Source: an optimization exercise on an open RTL-to-GDS flow (aim: small area and a short achievable clock period). Production flows keep margins and buffers that such runs may drop. Function was checked by simulation only, so behaviour that the tests miss may differ from the original. No activity file was given, so power comes from the tool's default toggle rates.

## red
## int_controller
module int_controller(FrameIn, SyncVB, SelBlank, WE0, WE1, Buf0Empty, Buf1Empty,
		WData, CSDisplay, VBOut, AILOut, AIPOut, clock, reset);
input clock, reset,CSDisplay;
input[3:0] VBOut,AILOut,AIPOut;
input [23:0] WData;
output [7:0] FrameIn;
output SyncVB, SelBlank, WE0, WE1, Buf0Empty, Buf1Empty;
wire clock,CSDisplay,reset;
wire [3:0] VBOut, AIPOut, AILOut ;
wire [4:0] Px1, Ln1;
wire IncPx, ResetPx, IncLine, ResetLine,ResetAddr0,IncAddr0,ResetAddr1, IncAddr1,RE0, WE0, SelR0, SelG0, SelB0, RE1, WE1, SelR1, SelG1, SelB1, SelBuf0,SelBlank,SelBuf1;
wire [1:0] ph;
wire [3:0] lo0, mid0, lo1, mid1;
wire [7:0] hi0, hi1;
wire row0_99, row1_99;
wire [95:0] rd0, rd1;
wire[7:0] FrameIn;
Pixel_Counter pc (Px1,clock, reset, ResetPx, IncPx);
Line_Counter  lc (Ln1, clock, reset, ResetLine, IncLine);
Addr0_Counter ac0(lo0, mid0, hi0, clock, reset, ResetAddr0, IncAddr0);
buf0 b0 (rd0, row0_99, WData, WE0, lo0, mid0, hi0, clock, reset);
Addr1_Counter ac1(lo1, mid1, hi1, clock, reset, ResetAddr1, IncAddr1);
buf1 b1 (rd1, row1_99, WData, WE1, lo1, mid1, hi1, clock, reset);
frame_mux fm (FrameIn,rd0,rd1,SelR0,SelG0,SelB0,SelR1,SelG1,SelB1,SelBuf0,SelBlank,SelBuf1,
		ph,Px1,AIPOut,RE0,RE1,CSDisplay,reset,clock);
  ...
Size in the first run: about 11000 cells after synthesis, ~53 I/O pins.
==> module buf0, before the edit <==
module buf0(out_data, row0_99, WData, WE0, lo, mid, hi, clock, reset);
output reg row0_99;
input [23:0] WData;
input WE0, clock, reset;
input [3:0] lo, mid;
input [7:0] hi;
reg [2399:0] buff0;
reg [3:0] wlo, wmid;
reg [6:0] whi;
wire at99 = wlo[3] & wmid[0] & whi[6];
output reg [95:0] out_data;
reg [95:0] rd;
integer k;
always @(*)
begin
	rd = 96'b0;
	for (k = 0; k < 100; k = k + 1)
		rd[(k/32)*24 +: 24] = rd[(k/32)*24 +: 24] | (buff0[k*24 +: 24] & {24{lo[k%4] & mid[(k/4)%4] & hi[k/16]}});
end
wire hit = WE0 & |(lo & wlo) & |(mid & wmid) & |(hi[6:0] & whi);
integer g;
always@(posedge clock)
	for (g = 0; g < 4; g = g + 1)
		out_data[g*24 +: 24] <= (hit && (g == 3 ? whi[6] : (whi[2*g] | whi[2*g+1]))) ? WData : rd[g*24 +: 24];
genvar r;
generate
	for (r = 0; r < 100; r = r + 1) begin : row
		always@(posedge clock)
			if (WE0 && wlo[r%4] && wmid[(r/4)%4] && whi[r/16]) buff0[r*24 +: 24] <= WData;
	end
endgenerate
always@(posedge clock)
begin
	if(reset)
	begin
		wlo <= 4'b0001;
		wmid <= 4'b0001;
		whi <= 7'b0000001;
		row0_99 <= 1'b0;
	end
	else
	begin
		row0_99 <= (WE0 | row0_99) & at99;
		if(WE0)
		begin
			if (at99)
			begin
				wlo <= 4'b0001;
				wmid <= 4'b0001;
				whi <= 7'b0000001;
			end
			else
			begin
				wlo <= {wlo[2:0], wlo[3]};
				if(wlo[3]) wmid <= {wmid[2:0], wmid[3]};
				if(wlo[3] && wmid[3]) whi <= {whi[5:0], whi[6]};
			end
		end
	end
end
endmodule
==> module buf1, before the edit <==
module buf1(out_data, row1_99, WData, WE1, lo, mid, hi, clock, reset);
output reg row1_99;
input [23:0] WData;
input WE1, clock, reset;
input [3:0] lo, mid;
input [7:0] hi;
reg [2399:0] buff1;
reg [3:0] wlo, wmid;
reg [6:0] whi;
wire at99 = wlo[3] & wmid[0] & whi[6];
output reg [95:0] out_data;
reg [95:0] rd;
integer k;
always @(*)
begin
	rd = 96'b0;
	for (k = 0; k < 100; k = k + 1)
		rd[(k/32)*24 +: 24] = rd[(k/32)*24 +: 24] | (buff1[k*24 +: 24] & {24{lo[k%4] & mid[(k/4)%4] & hi[k/16]}});
end
wire hit = WE1 & |(lo & wlo) & |(mid & wmid) & |(hi[6:0] & whi);
integer g;
always@(posedge clock)
	for (g = 0; g < 4; g = g + 1)
		out_data[g*24 +: 24] <= (hit && (g == 3 ? whi[6] : (whi[2*g] | whi[2*g+1]))) ? WData : rd[g*24 +: 24];
genvar r;
generate
	for (r = 0; r < 100; r = r + 1) begin : row
		always@(posedge clock)
			if (WE1 && wlo[r%4] && wmid[(r/4)%4] && whi[r/16]) buff1[r*24 +: 24] <= WData;
	end
endgenerate
always@(posedge clock)
begin
	if(reset)
	begin
		wlo <= 4'b0001;
		wmid <= 4'b0001;
		whi <= 7'b0000001;
		row1_99 <= 1'b0;
	end
	else
	begin
		row1_99 <= (WE1 | row1_99) & at99;
		if(WE1)
		begin
			if (at99)
			begin
				wlo <= 4'b0001;
				wmid <= 4'b0001;
				whi <= 7'b0000001;
			end
			else
			begin
				wlo <= {wlo[2:0], wlo[3]};
				if(wlo[3]) wmid <= {wmid[2:0], wmid[3]};
				if(wlo[3] && wmid[3]) whi <= {whi[5:0], whi[6]};
			end
		end
	end
end
endmodule
export LEC_CHECK = 0
export CAP_MARGIN = 35
export CORE_MARGIN = 2
export CORE_UTILIZATION = 40
export CTS_CLUSTER_DIAMETER = 60
export CTS_CLUSTER_SIZE = 25
export SLEW_MARGIN = 35
create_clock -name core_clock -period 9.0 [get_ports {clock}]
standard.sh (not shown) runs the stock make flow with config.mk's settings and CLKGATE_MAP_FILE= SYNTH_SCRIPT=/design/flow/synth_recipe.tcl, a recipe that flattens the netlist after the stock synthesis.
==> flow/flow/run.sh <==
#!/bin/bash
set -euo pipefail
R=orfs/results/sky130hd/int_controller/base
bash standard.sh SETUP_SLACK_MARGIN=6.0 place > layout_place.log 2>&1
cp $R/3_place.odb $R/3_place_unmoved.odb
IN_ODB=$R/3_place_unmoved.odb OUT_ODB=$R/3_place.odb openroad -exit flow/move_out_flops.tcl > move.log 2>&1
bash standard.sh SETUP_SLACK_MARGIN=6.0 finish > layout_finish.log 2>&1
==> flow/flow/move_out_flops.tcl <==
# Move each flip-flop that drives only an output port's buffer next to
# that buffer, then legalize. Reads and writes the odb named by env.
read_db $::env(IN_ODB)
set block [ord::get_db_block]
set moved 0
foreach bt [$block getBTerms] {
  if {[$bt getIoType] ne "OUTPUT"} continue
  set net [$bt getNet]
  set buf ""
  foreach it [$net getITerms] { if {[$it isOutputSignal]} { set buf [$it getInst] } }
  if {$buf eq ""} continue
  set in ""
  foreach it [$buf getITerms] { if {[$it isInputSignal]} { set in [$it getNet] } }
  if {$in eq ""} continue
  set drv ""; set nload 0
  foreach it [$in getITerms] { if {[$it isOutputSignal]} { set drv [$it getInst] } else { incr nload } }
  if {$drv eq "" || $nload > 2} continue
  if {![string match "*df*" [[$drv getMaster] getName]]} continue
  set loc [$buf getLocation]
  $drv setLocation [lindex $loc 0] [lindex $loc 1]
  incr moved
  puts "moved [$drv getName] to buffer [$buf getName] of [$bt getName]"
}
puts "MOVED $moved"
detailed_placement
check_placement
write_db $::env(OUT_ODB)
red completed every stage of the flow, and the final layout passed the timing, design-rule and antenna checks.
## Diff of input files: blue against red
-- flow/design.v --
<<< red, line 106
input [7:0] hi;
reg [2399:0] buff0;
reg [3:0] wlo, wmid;
reg [6:0] whi;
wire at99 = wlo[3] & wmid[0] & whi[6];
output reg [95:0] out_data;
reg [95:0] rd;
>>> blue, line 106
input [7:0] hi;
reg [2399:0] buff0;
reg [6:0] i;
output reg [95:0] out_data;
reg [95:0] rd;
<<< red, line 118
		rd[(k/32)*24 +: 24] = rd[(k/32)*24 +: 24] | (buff0[k*24 +: 24] & {24{lo[k%4] & mid[(k/4)%4] & hi[k/16]}});
end
wire hit = WE0 & |(lo & wlo) & |(mid & wmid) & |(hi[6:0] & whi);
integer g;
always@(posedge clock)
	for (g = 0; g < 4; g = g + 1)
		out_data[g*24 +: 24] <= (hit && (g == 3 ? whi[6] : (whi[2*g] | whi[2*g+1]))) ? WData : rd[g*24 +: 24];
genvar r;
generate
	for (r = 0; r < 100; r = r + 1) begin : row
		always@(posedge clock)
			if (WE0 && wlo[r%4] && wmid[(r/4)%4] && whi[r/16]) buff0[r*24 +: 24] <= WData;
	end
endgenerate
>>> blue, line 116
		rd[(k/32)*24 +: 24] = rd[(k/32)*24 +: 24] | (buff0[k*24 +: 24] & {24{lo[k%4] & mid[(k/4)%4] & hi[k/16]}});
end
wire hit = WE0 & lo[i[1:0]] & mid[i[3:2]] & hi[i[6:4]];
integer g;
always@(posedge clock)
	for (g = 0; g < 4; g = g + 1)
		out_data[g*24 +: 24] <= (hit && i[6:5] == g) ? WData : rd[g*24 +: 24];
genvar r;
generate
	for (r = 0; r < 100; r = r + 1) begin : row
		always@(posedge clock)
			if (WE0 && i == r) buff0[r*24 +: 24] <= WData;
	end
endgenerate
<<< red, line 134
	if(reset)
	begin
		wlo <= 4'b0001;
		wmid <= 4'b0001;
		whi <= 7'b0000001;
		row0_99 <= 1'b0;
	end
	else
	begin
		row0_99 <= (WE0 | row0_99) & at99;
		if(WE0)
		begin
			if (at99)
			begin
				wlo <= 4'b0001;
				wmid <= 4'b0001;
				whi <= 7'b0000001;
			end
			else
			begin
				wlo <= {wlo[2:0], wlo[3]};
				if(wlo[3]) wmid <= {wmid[2:0], wmid[3]};
				if(wlo[3] && wmid[3]) whi <= {whi[5:0], whi[6]};
			end
		end
	end
>>> blue, line 132
	if(reset)
	begin
		i <= 7'b0;
		row0_99 <= 1'b0;
	end
	else
	begin
		row0_99 <= (WE0 | row0_99) & (i == 7'd99);
		if(WE0)
		begin
			if (i == 7'd99) i <= 7'b0;
			else i <= i + 7'b1;
		end
	end
<<< red, line 167
input [7:0] hi;
reg [2399:0] buff1;
reg [3:0] wlo, wmid;
reg [6:0] whi;
wire at99 = wlo[3] & wmid[0] & whi[6];
output reg [95:0] out_data;
reg [95:0] rd;
>>> blue, line 153
input [7:0] hi;
reg [2399:0] buff1;
reg [6:0] i;
output reg [95:0] out_data;
reg [95:0] rd;
<<< red, line 179
		rd[(k/32)*24 +: 24] = rd[(k/32)*24 +: 24] | (buff1[k*24 +: 24] & {24{lo[k%4] & mid[(k/4)%4] & hi[k/16]}});
end
wire hit = WE1 & |(lo & wlo) & |(mid & wmid) & |(hi[6:0] & whi);
integer g;
always@(posedge clock)
	for (g = 0; g < 4; g = g + 1)
		out_data[g*24 +: 24] <= (hit && (g == 3 ? whi[6] : (whi[2*g] | whi[2*g+1]))) ? WData : rd[g*24 +: 24];
genvar r;
generate
	for (r = 0; r < 100; r = r + 1) begin : row
		always@(posedge clock)
			if (WE1 && wlo[r%4] && wmid[(r/4)%4] && whi[r/16]) buff1[r*24 +: 24] <= WData;
	end
endgenerate
>>> blue, line 163
		rd[(k/32)*24 +: 24] = rd[(k/32)*24 +: 24] | (buff1[k*24 +: 24] & {24{lo[k%4] & mid[(k/4)%4] & hi[k/16]}});
end
wire hit = WE1 & lo[i[1:0]] & mid[i[3:2]] & hi[i[6:4]];
integer g;
always@(posedge clock)
	for (g = 0; g < 4; g = g + 1)
		out_data[g*24 +: 24] <= (hit && i[6:5] == g) ? WData : rd[g*24 +: 24];
genvar r;
generate
	for (r = 0; r < 100; r = r + 1) begin : row
		always@(posedge clock)
			if (WE1 && i == r) buff1[r*24 +: 24] <= WData;
	end
endgenerate
<<< red, line 195
	if(reset)
	begin
		wlo <= 4'b0001;
		wmid <= 4'b0001;
		whi <= 7'b0000001;
		row1_99 <= 1'b0;
	end
	else
	begin
		row1_99 <= (WE1 | row1_99) & at99;
		if(WE1)
		begin
			if (at99)
			begin
				wlo <= 4'b0001;
				wmid <= 4'b0001;
				whi <= 7'b0000001;
			end
			else
			begin
				wlo <= {wlo[2:0], wlo[3]};
				if(wlo[3]) wmid <= {wmid[2:0], wmid[3]};
				if(wlo[3] && wmid[3]) whi <= {whi[5:0], whi[6]};
			end
		end
	end
>>> blue, line 179
	if(reset)
	begin
		i <= 7'b0;
		row1_99 <= 1'b0;
	end
	else
	begin
		row1_99 <= (WE1 | row1_99) & (i == 7'd99);
		if(WE1)
		begin
			if (i == 7'd99) i <= 7'b0;
			else i <= i + 7'b1;
		end
	end
==> notes.md <==
Going from red to blue, number of optimization iterations in the first detailed-route pass grows by 1. Total power: blue above red. Looking at worst ir drop on vdd across both flows, blue is the stronger of the two, with red trailing. Against red, blue comes in 0.31% lower on sequential cell count. The non-clock buffer count of blue is lower than that of red. The design area reported for blue is smaller than that of red by 0.016 mm^2. Of blue and red, blue shows the lower share of the cycle needed by the critical path after routing, with red above it. Initial antenna violation count down about 9% in blue wrt red. In the tables for blue and red, first-iteration DRC count reads higher with red. The share of total power in combinational logic in blue sits 0.4 points below the value recorded for red.

static timing again, ports no longer ideal:
In the flow no input, the clock included, has a driving cell. The finished layouts below were timed again as built, in two steps. Step 1 (the two cells are an assumption about what drives the block):
set clk [get_ports {clock}]
set_driving_cell -lib_cell sky130_fd_sc_hd__clkbuf_16 $clk
set_driving_cell -lib_cell sky130_fd_sc_hd__buf_2 [delete_from_list [all_inputs] $clk]
Step 2 adds t to the input delays and takes it off the output delays; t is the mean of the earliest and latest rising clock arrival at the registers after step 1. Input paths then give back, and output paths get back, about the clock's delay inside the block. Slacks: ideal ports / drivers / drivers and shift; pairs: ideal ports / drivers.
run	t (ns)	setup WS [ns]	hold slack, ns	pins driven straight from the clock port
red	1.160	5.491 / 5.491 / 4.568	0.447 / 0.447 / 0.447	1
blue	1.133	5.554 / 5.416 / 4.654	0.486 / 0.486 / 0.486	1
After both steps setup and hold are still met in every run listed. For red, which loses most, drivers alone change the setup slack by 0.000 ns; drivers and shift together by -0.923 ns.
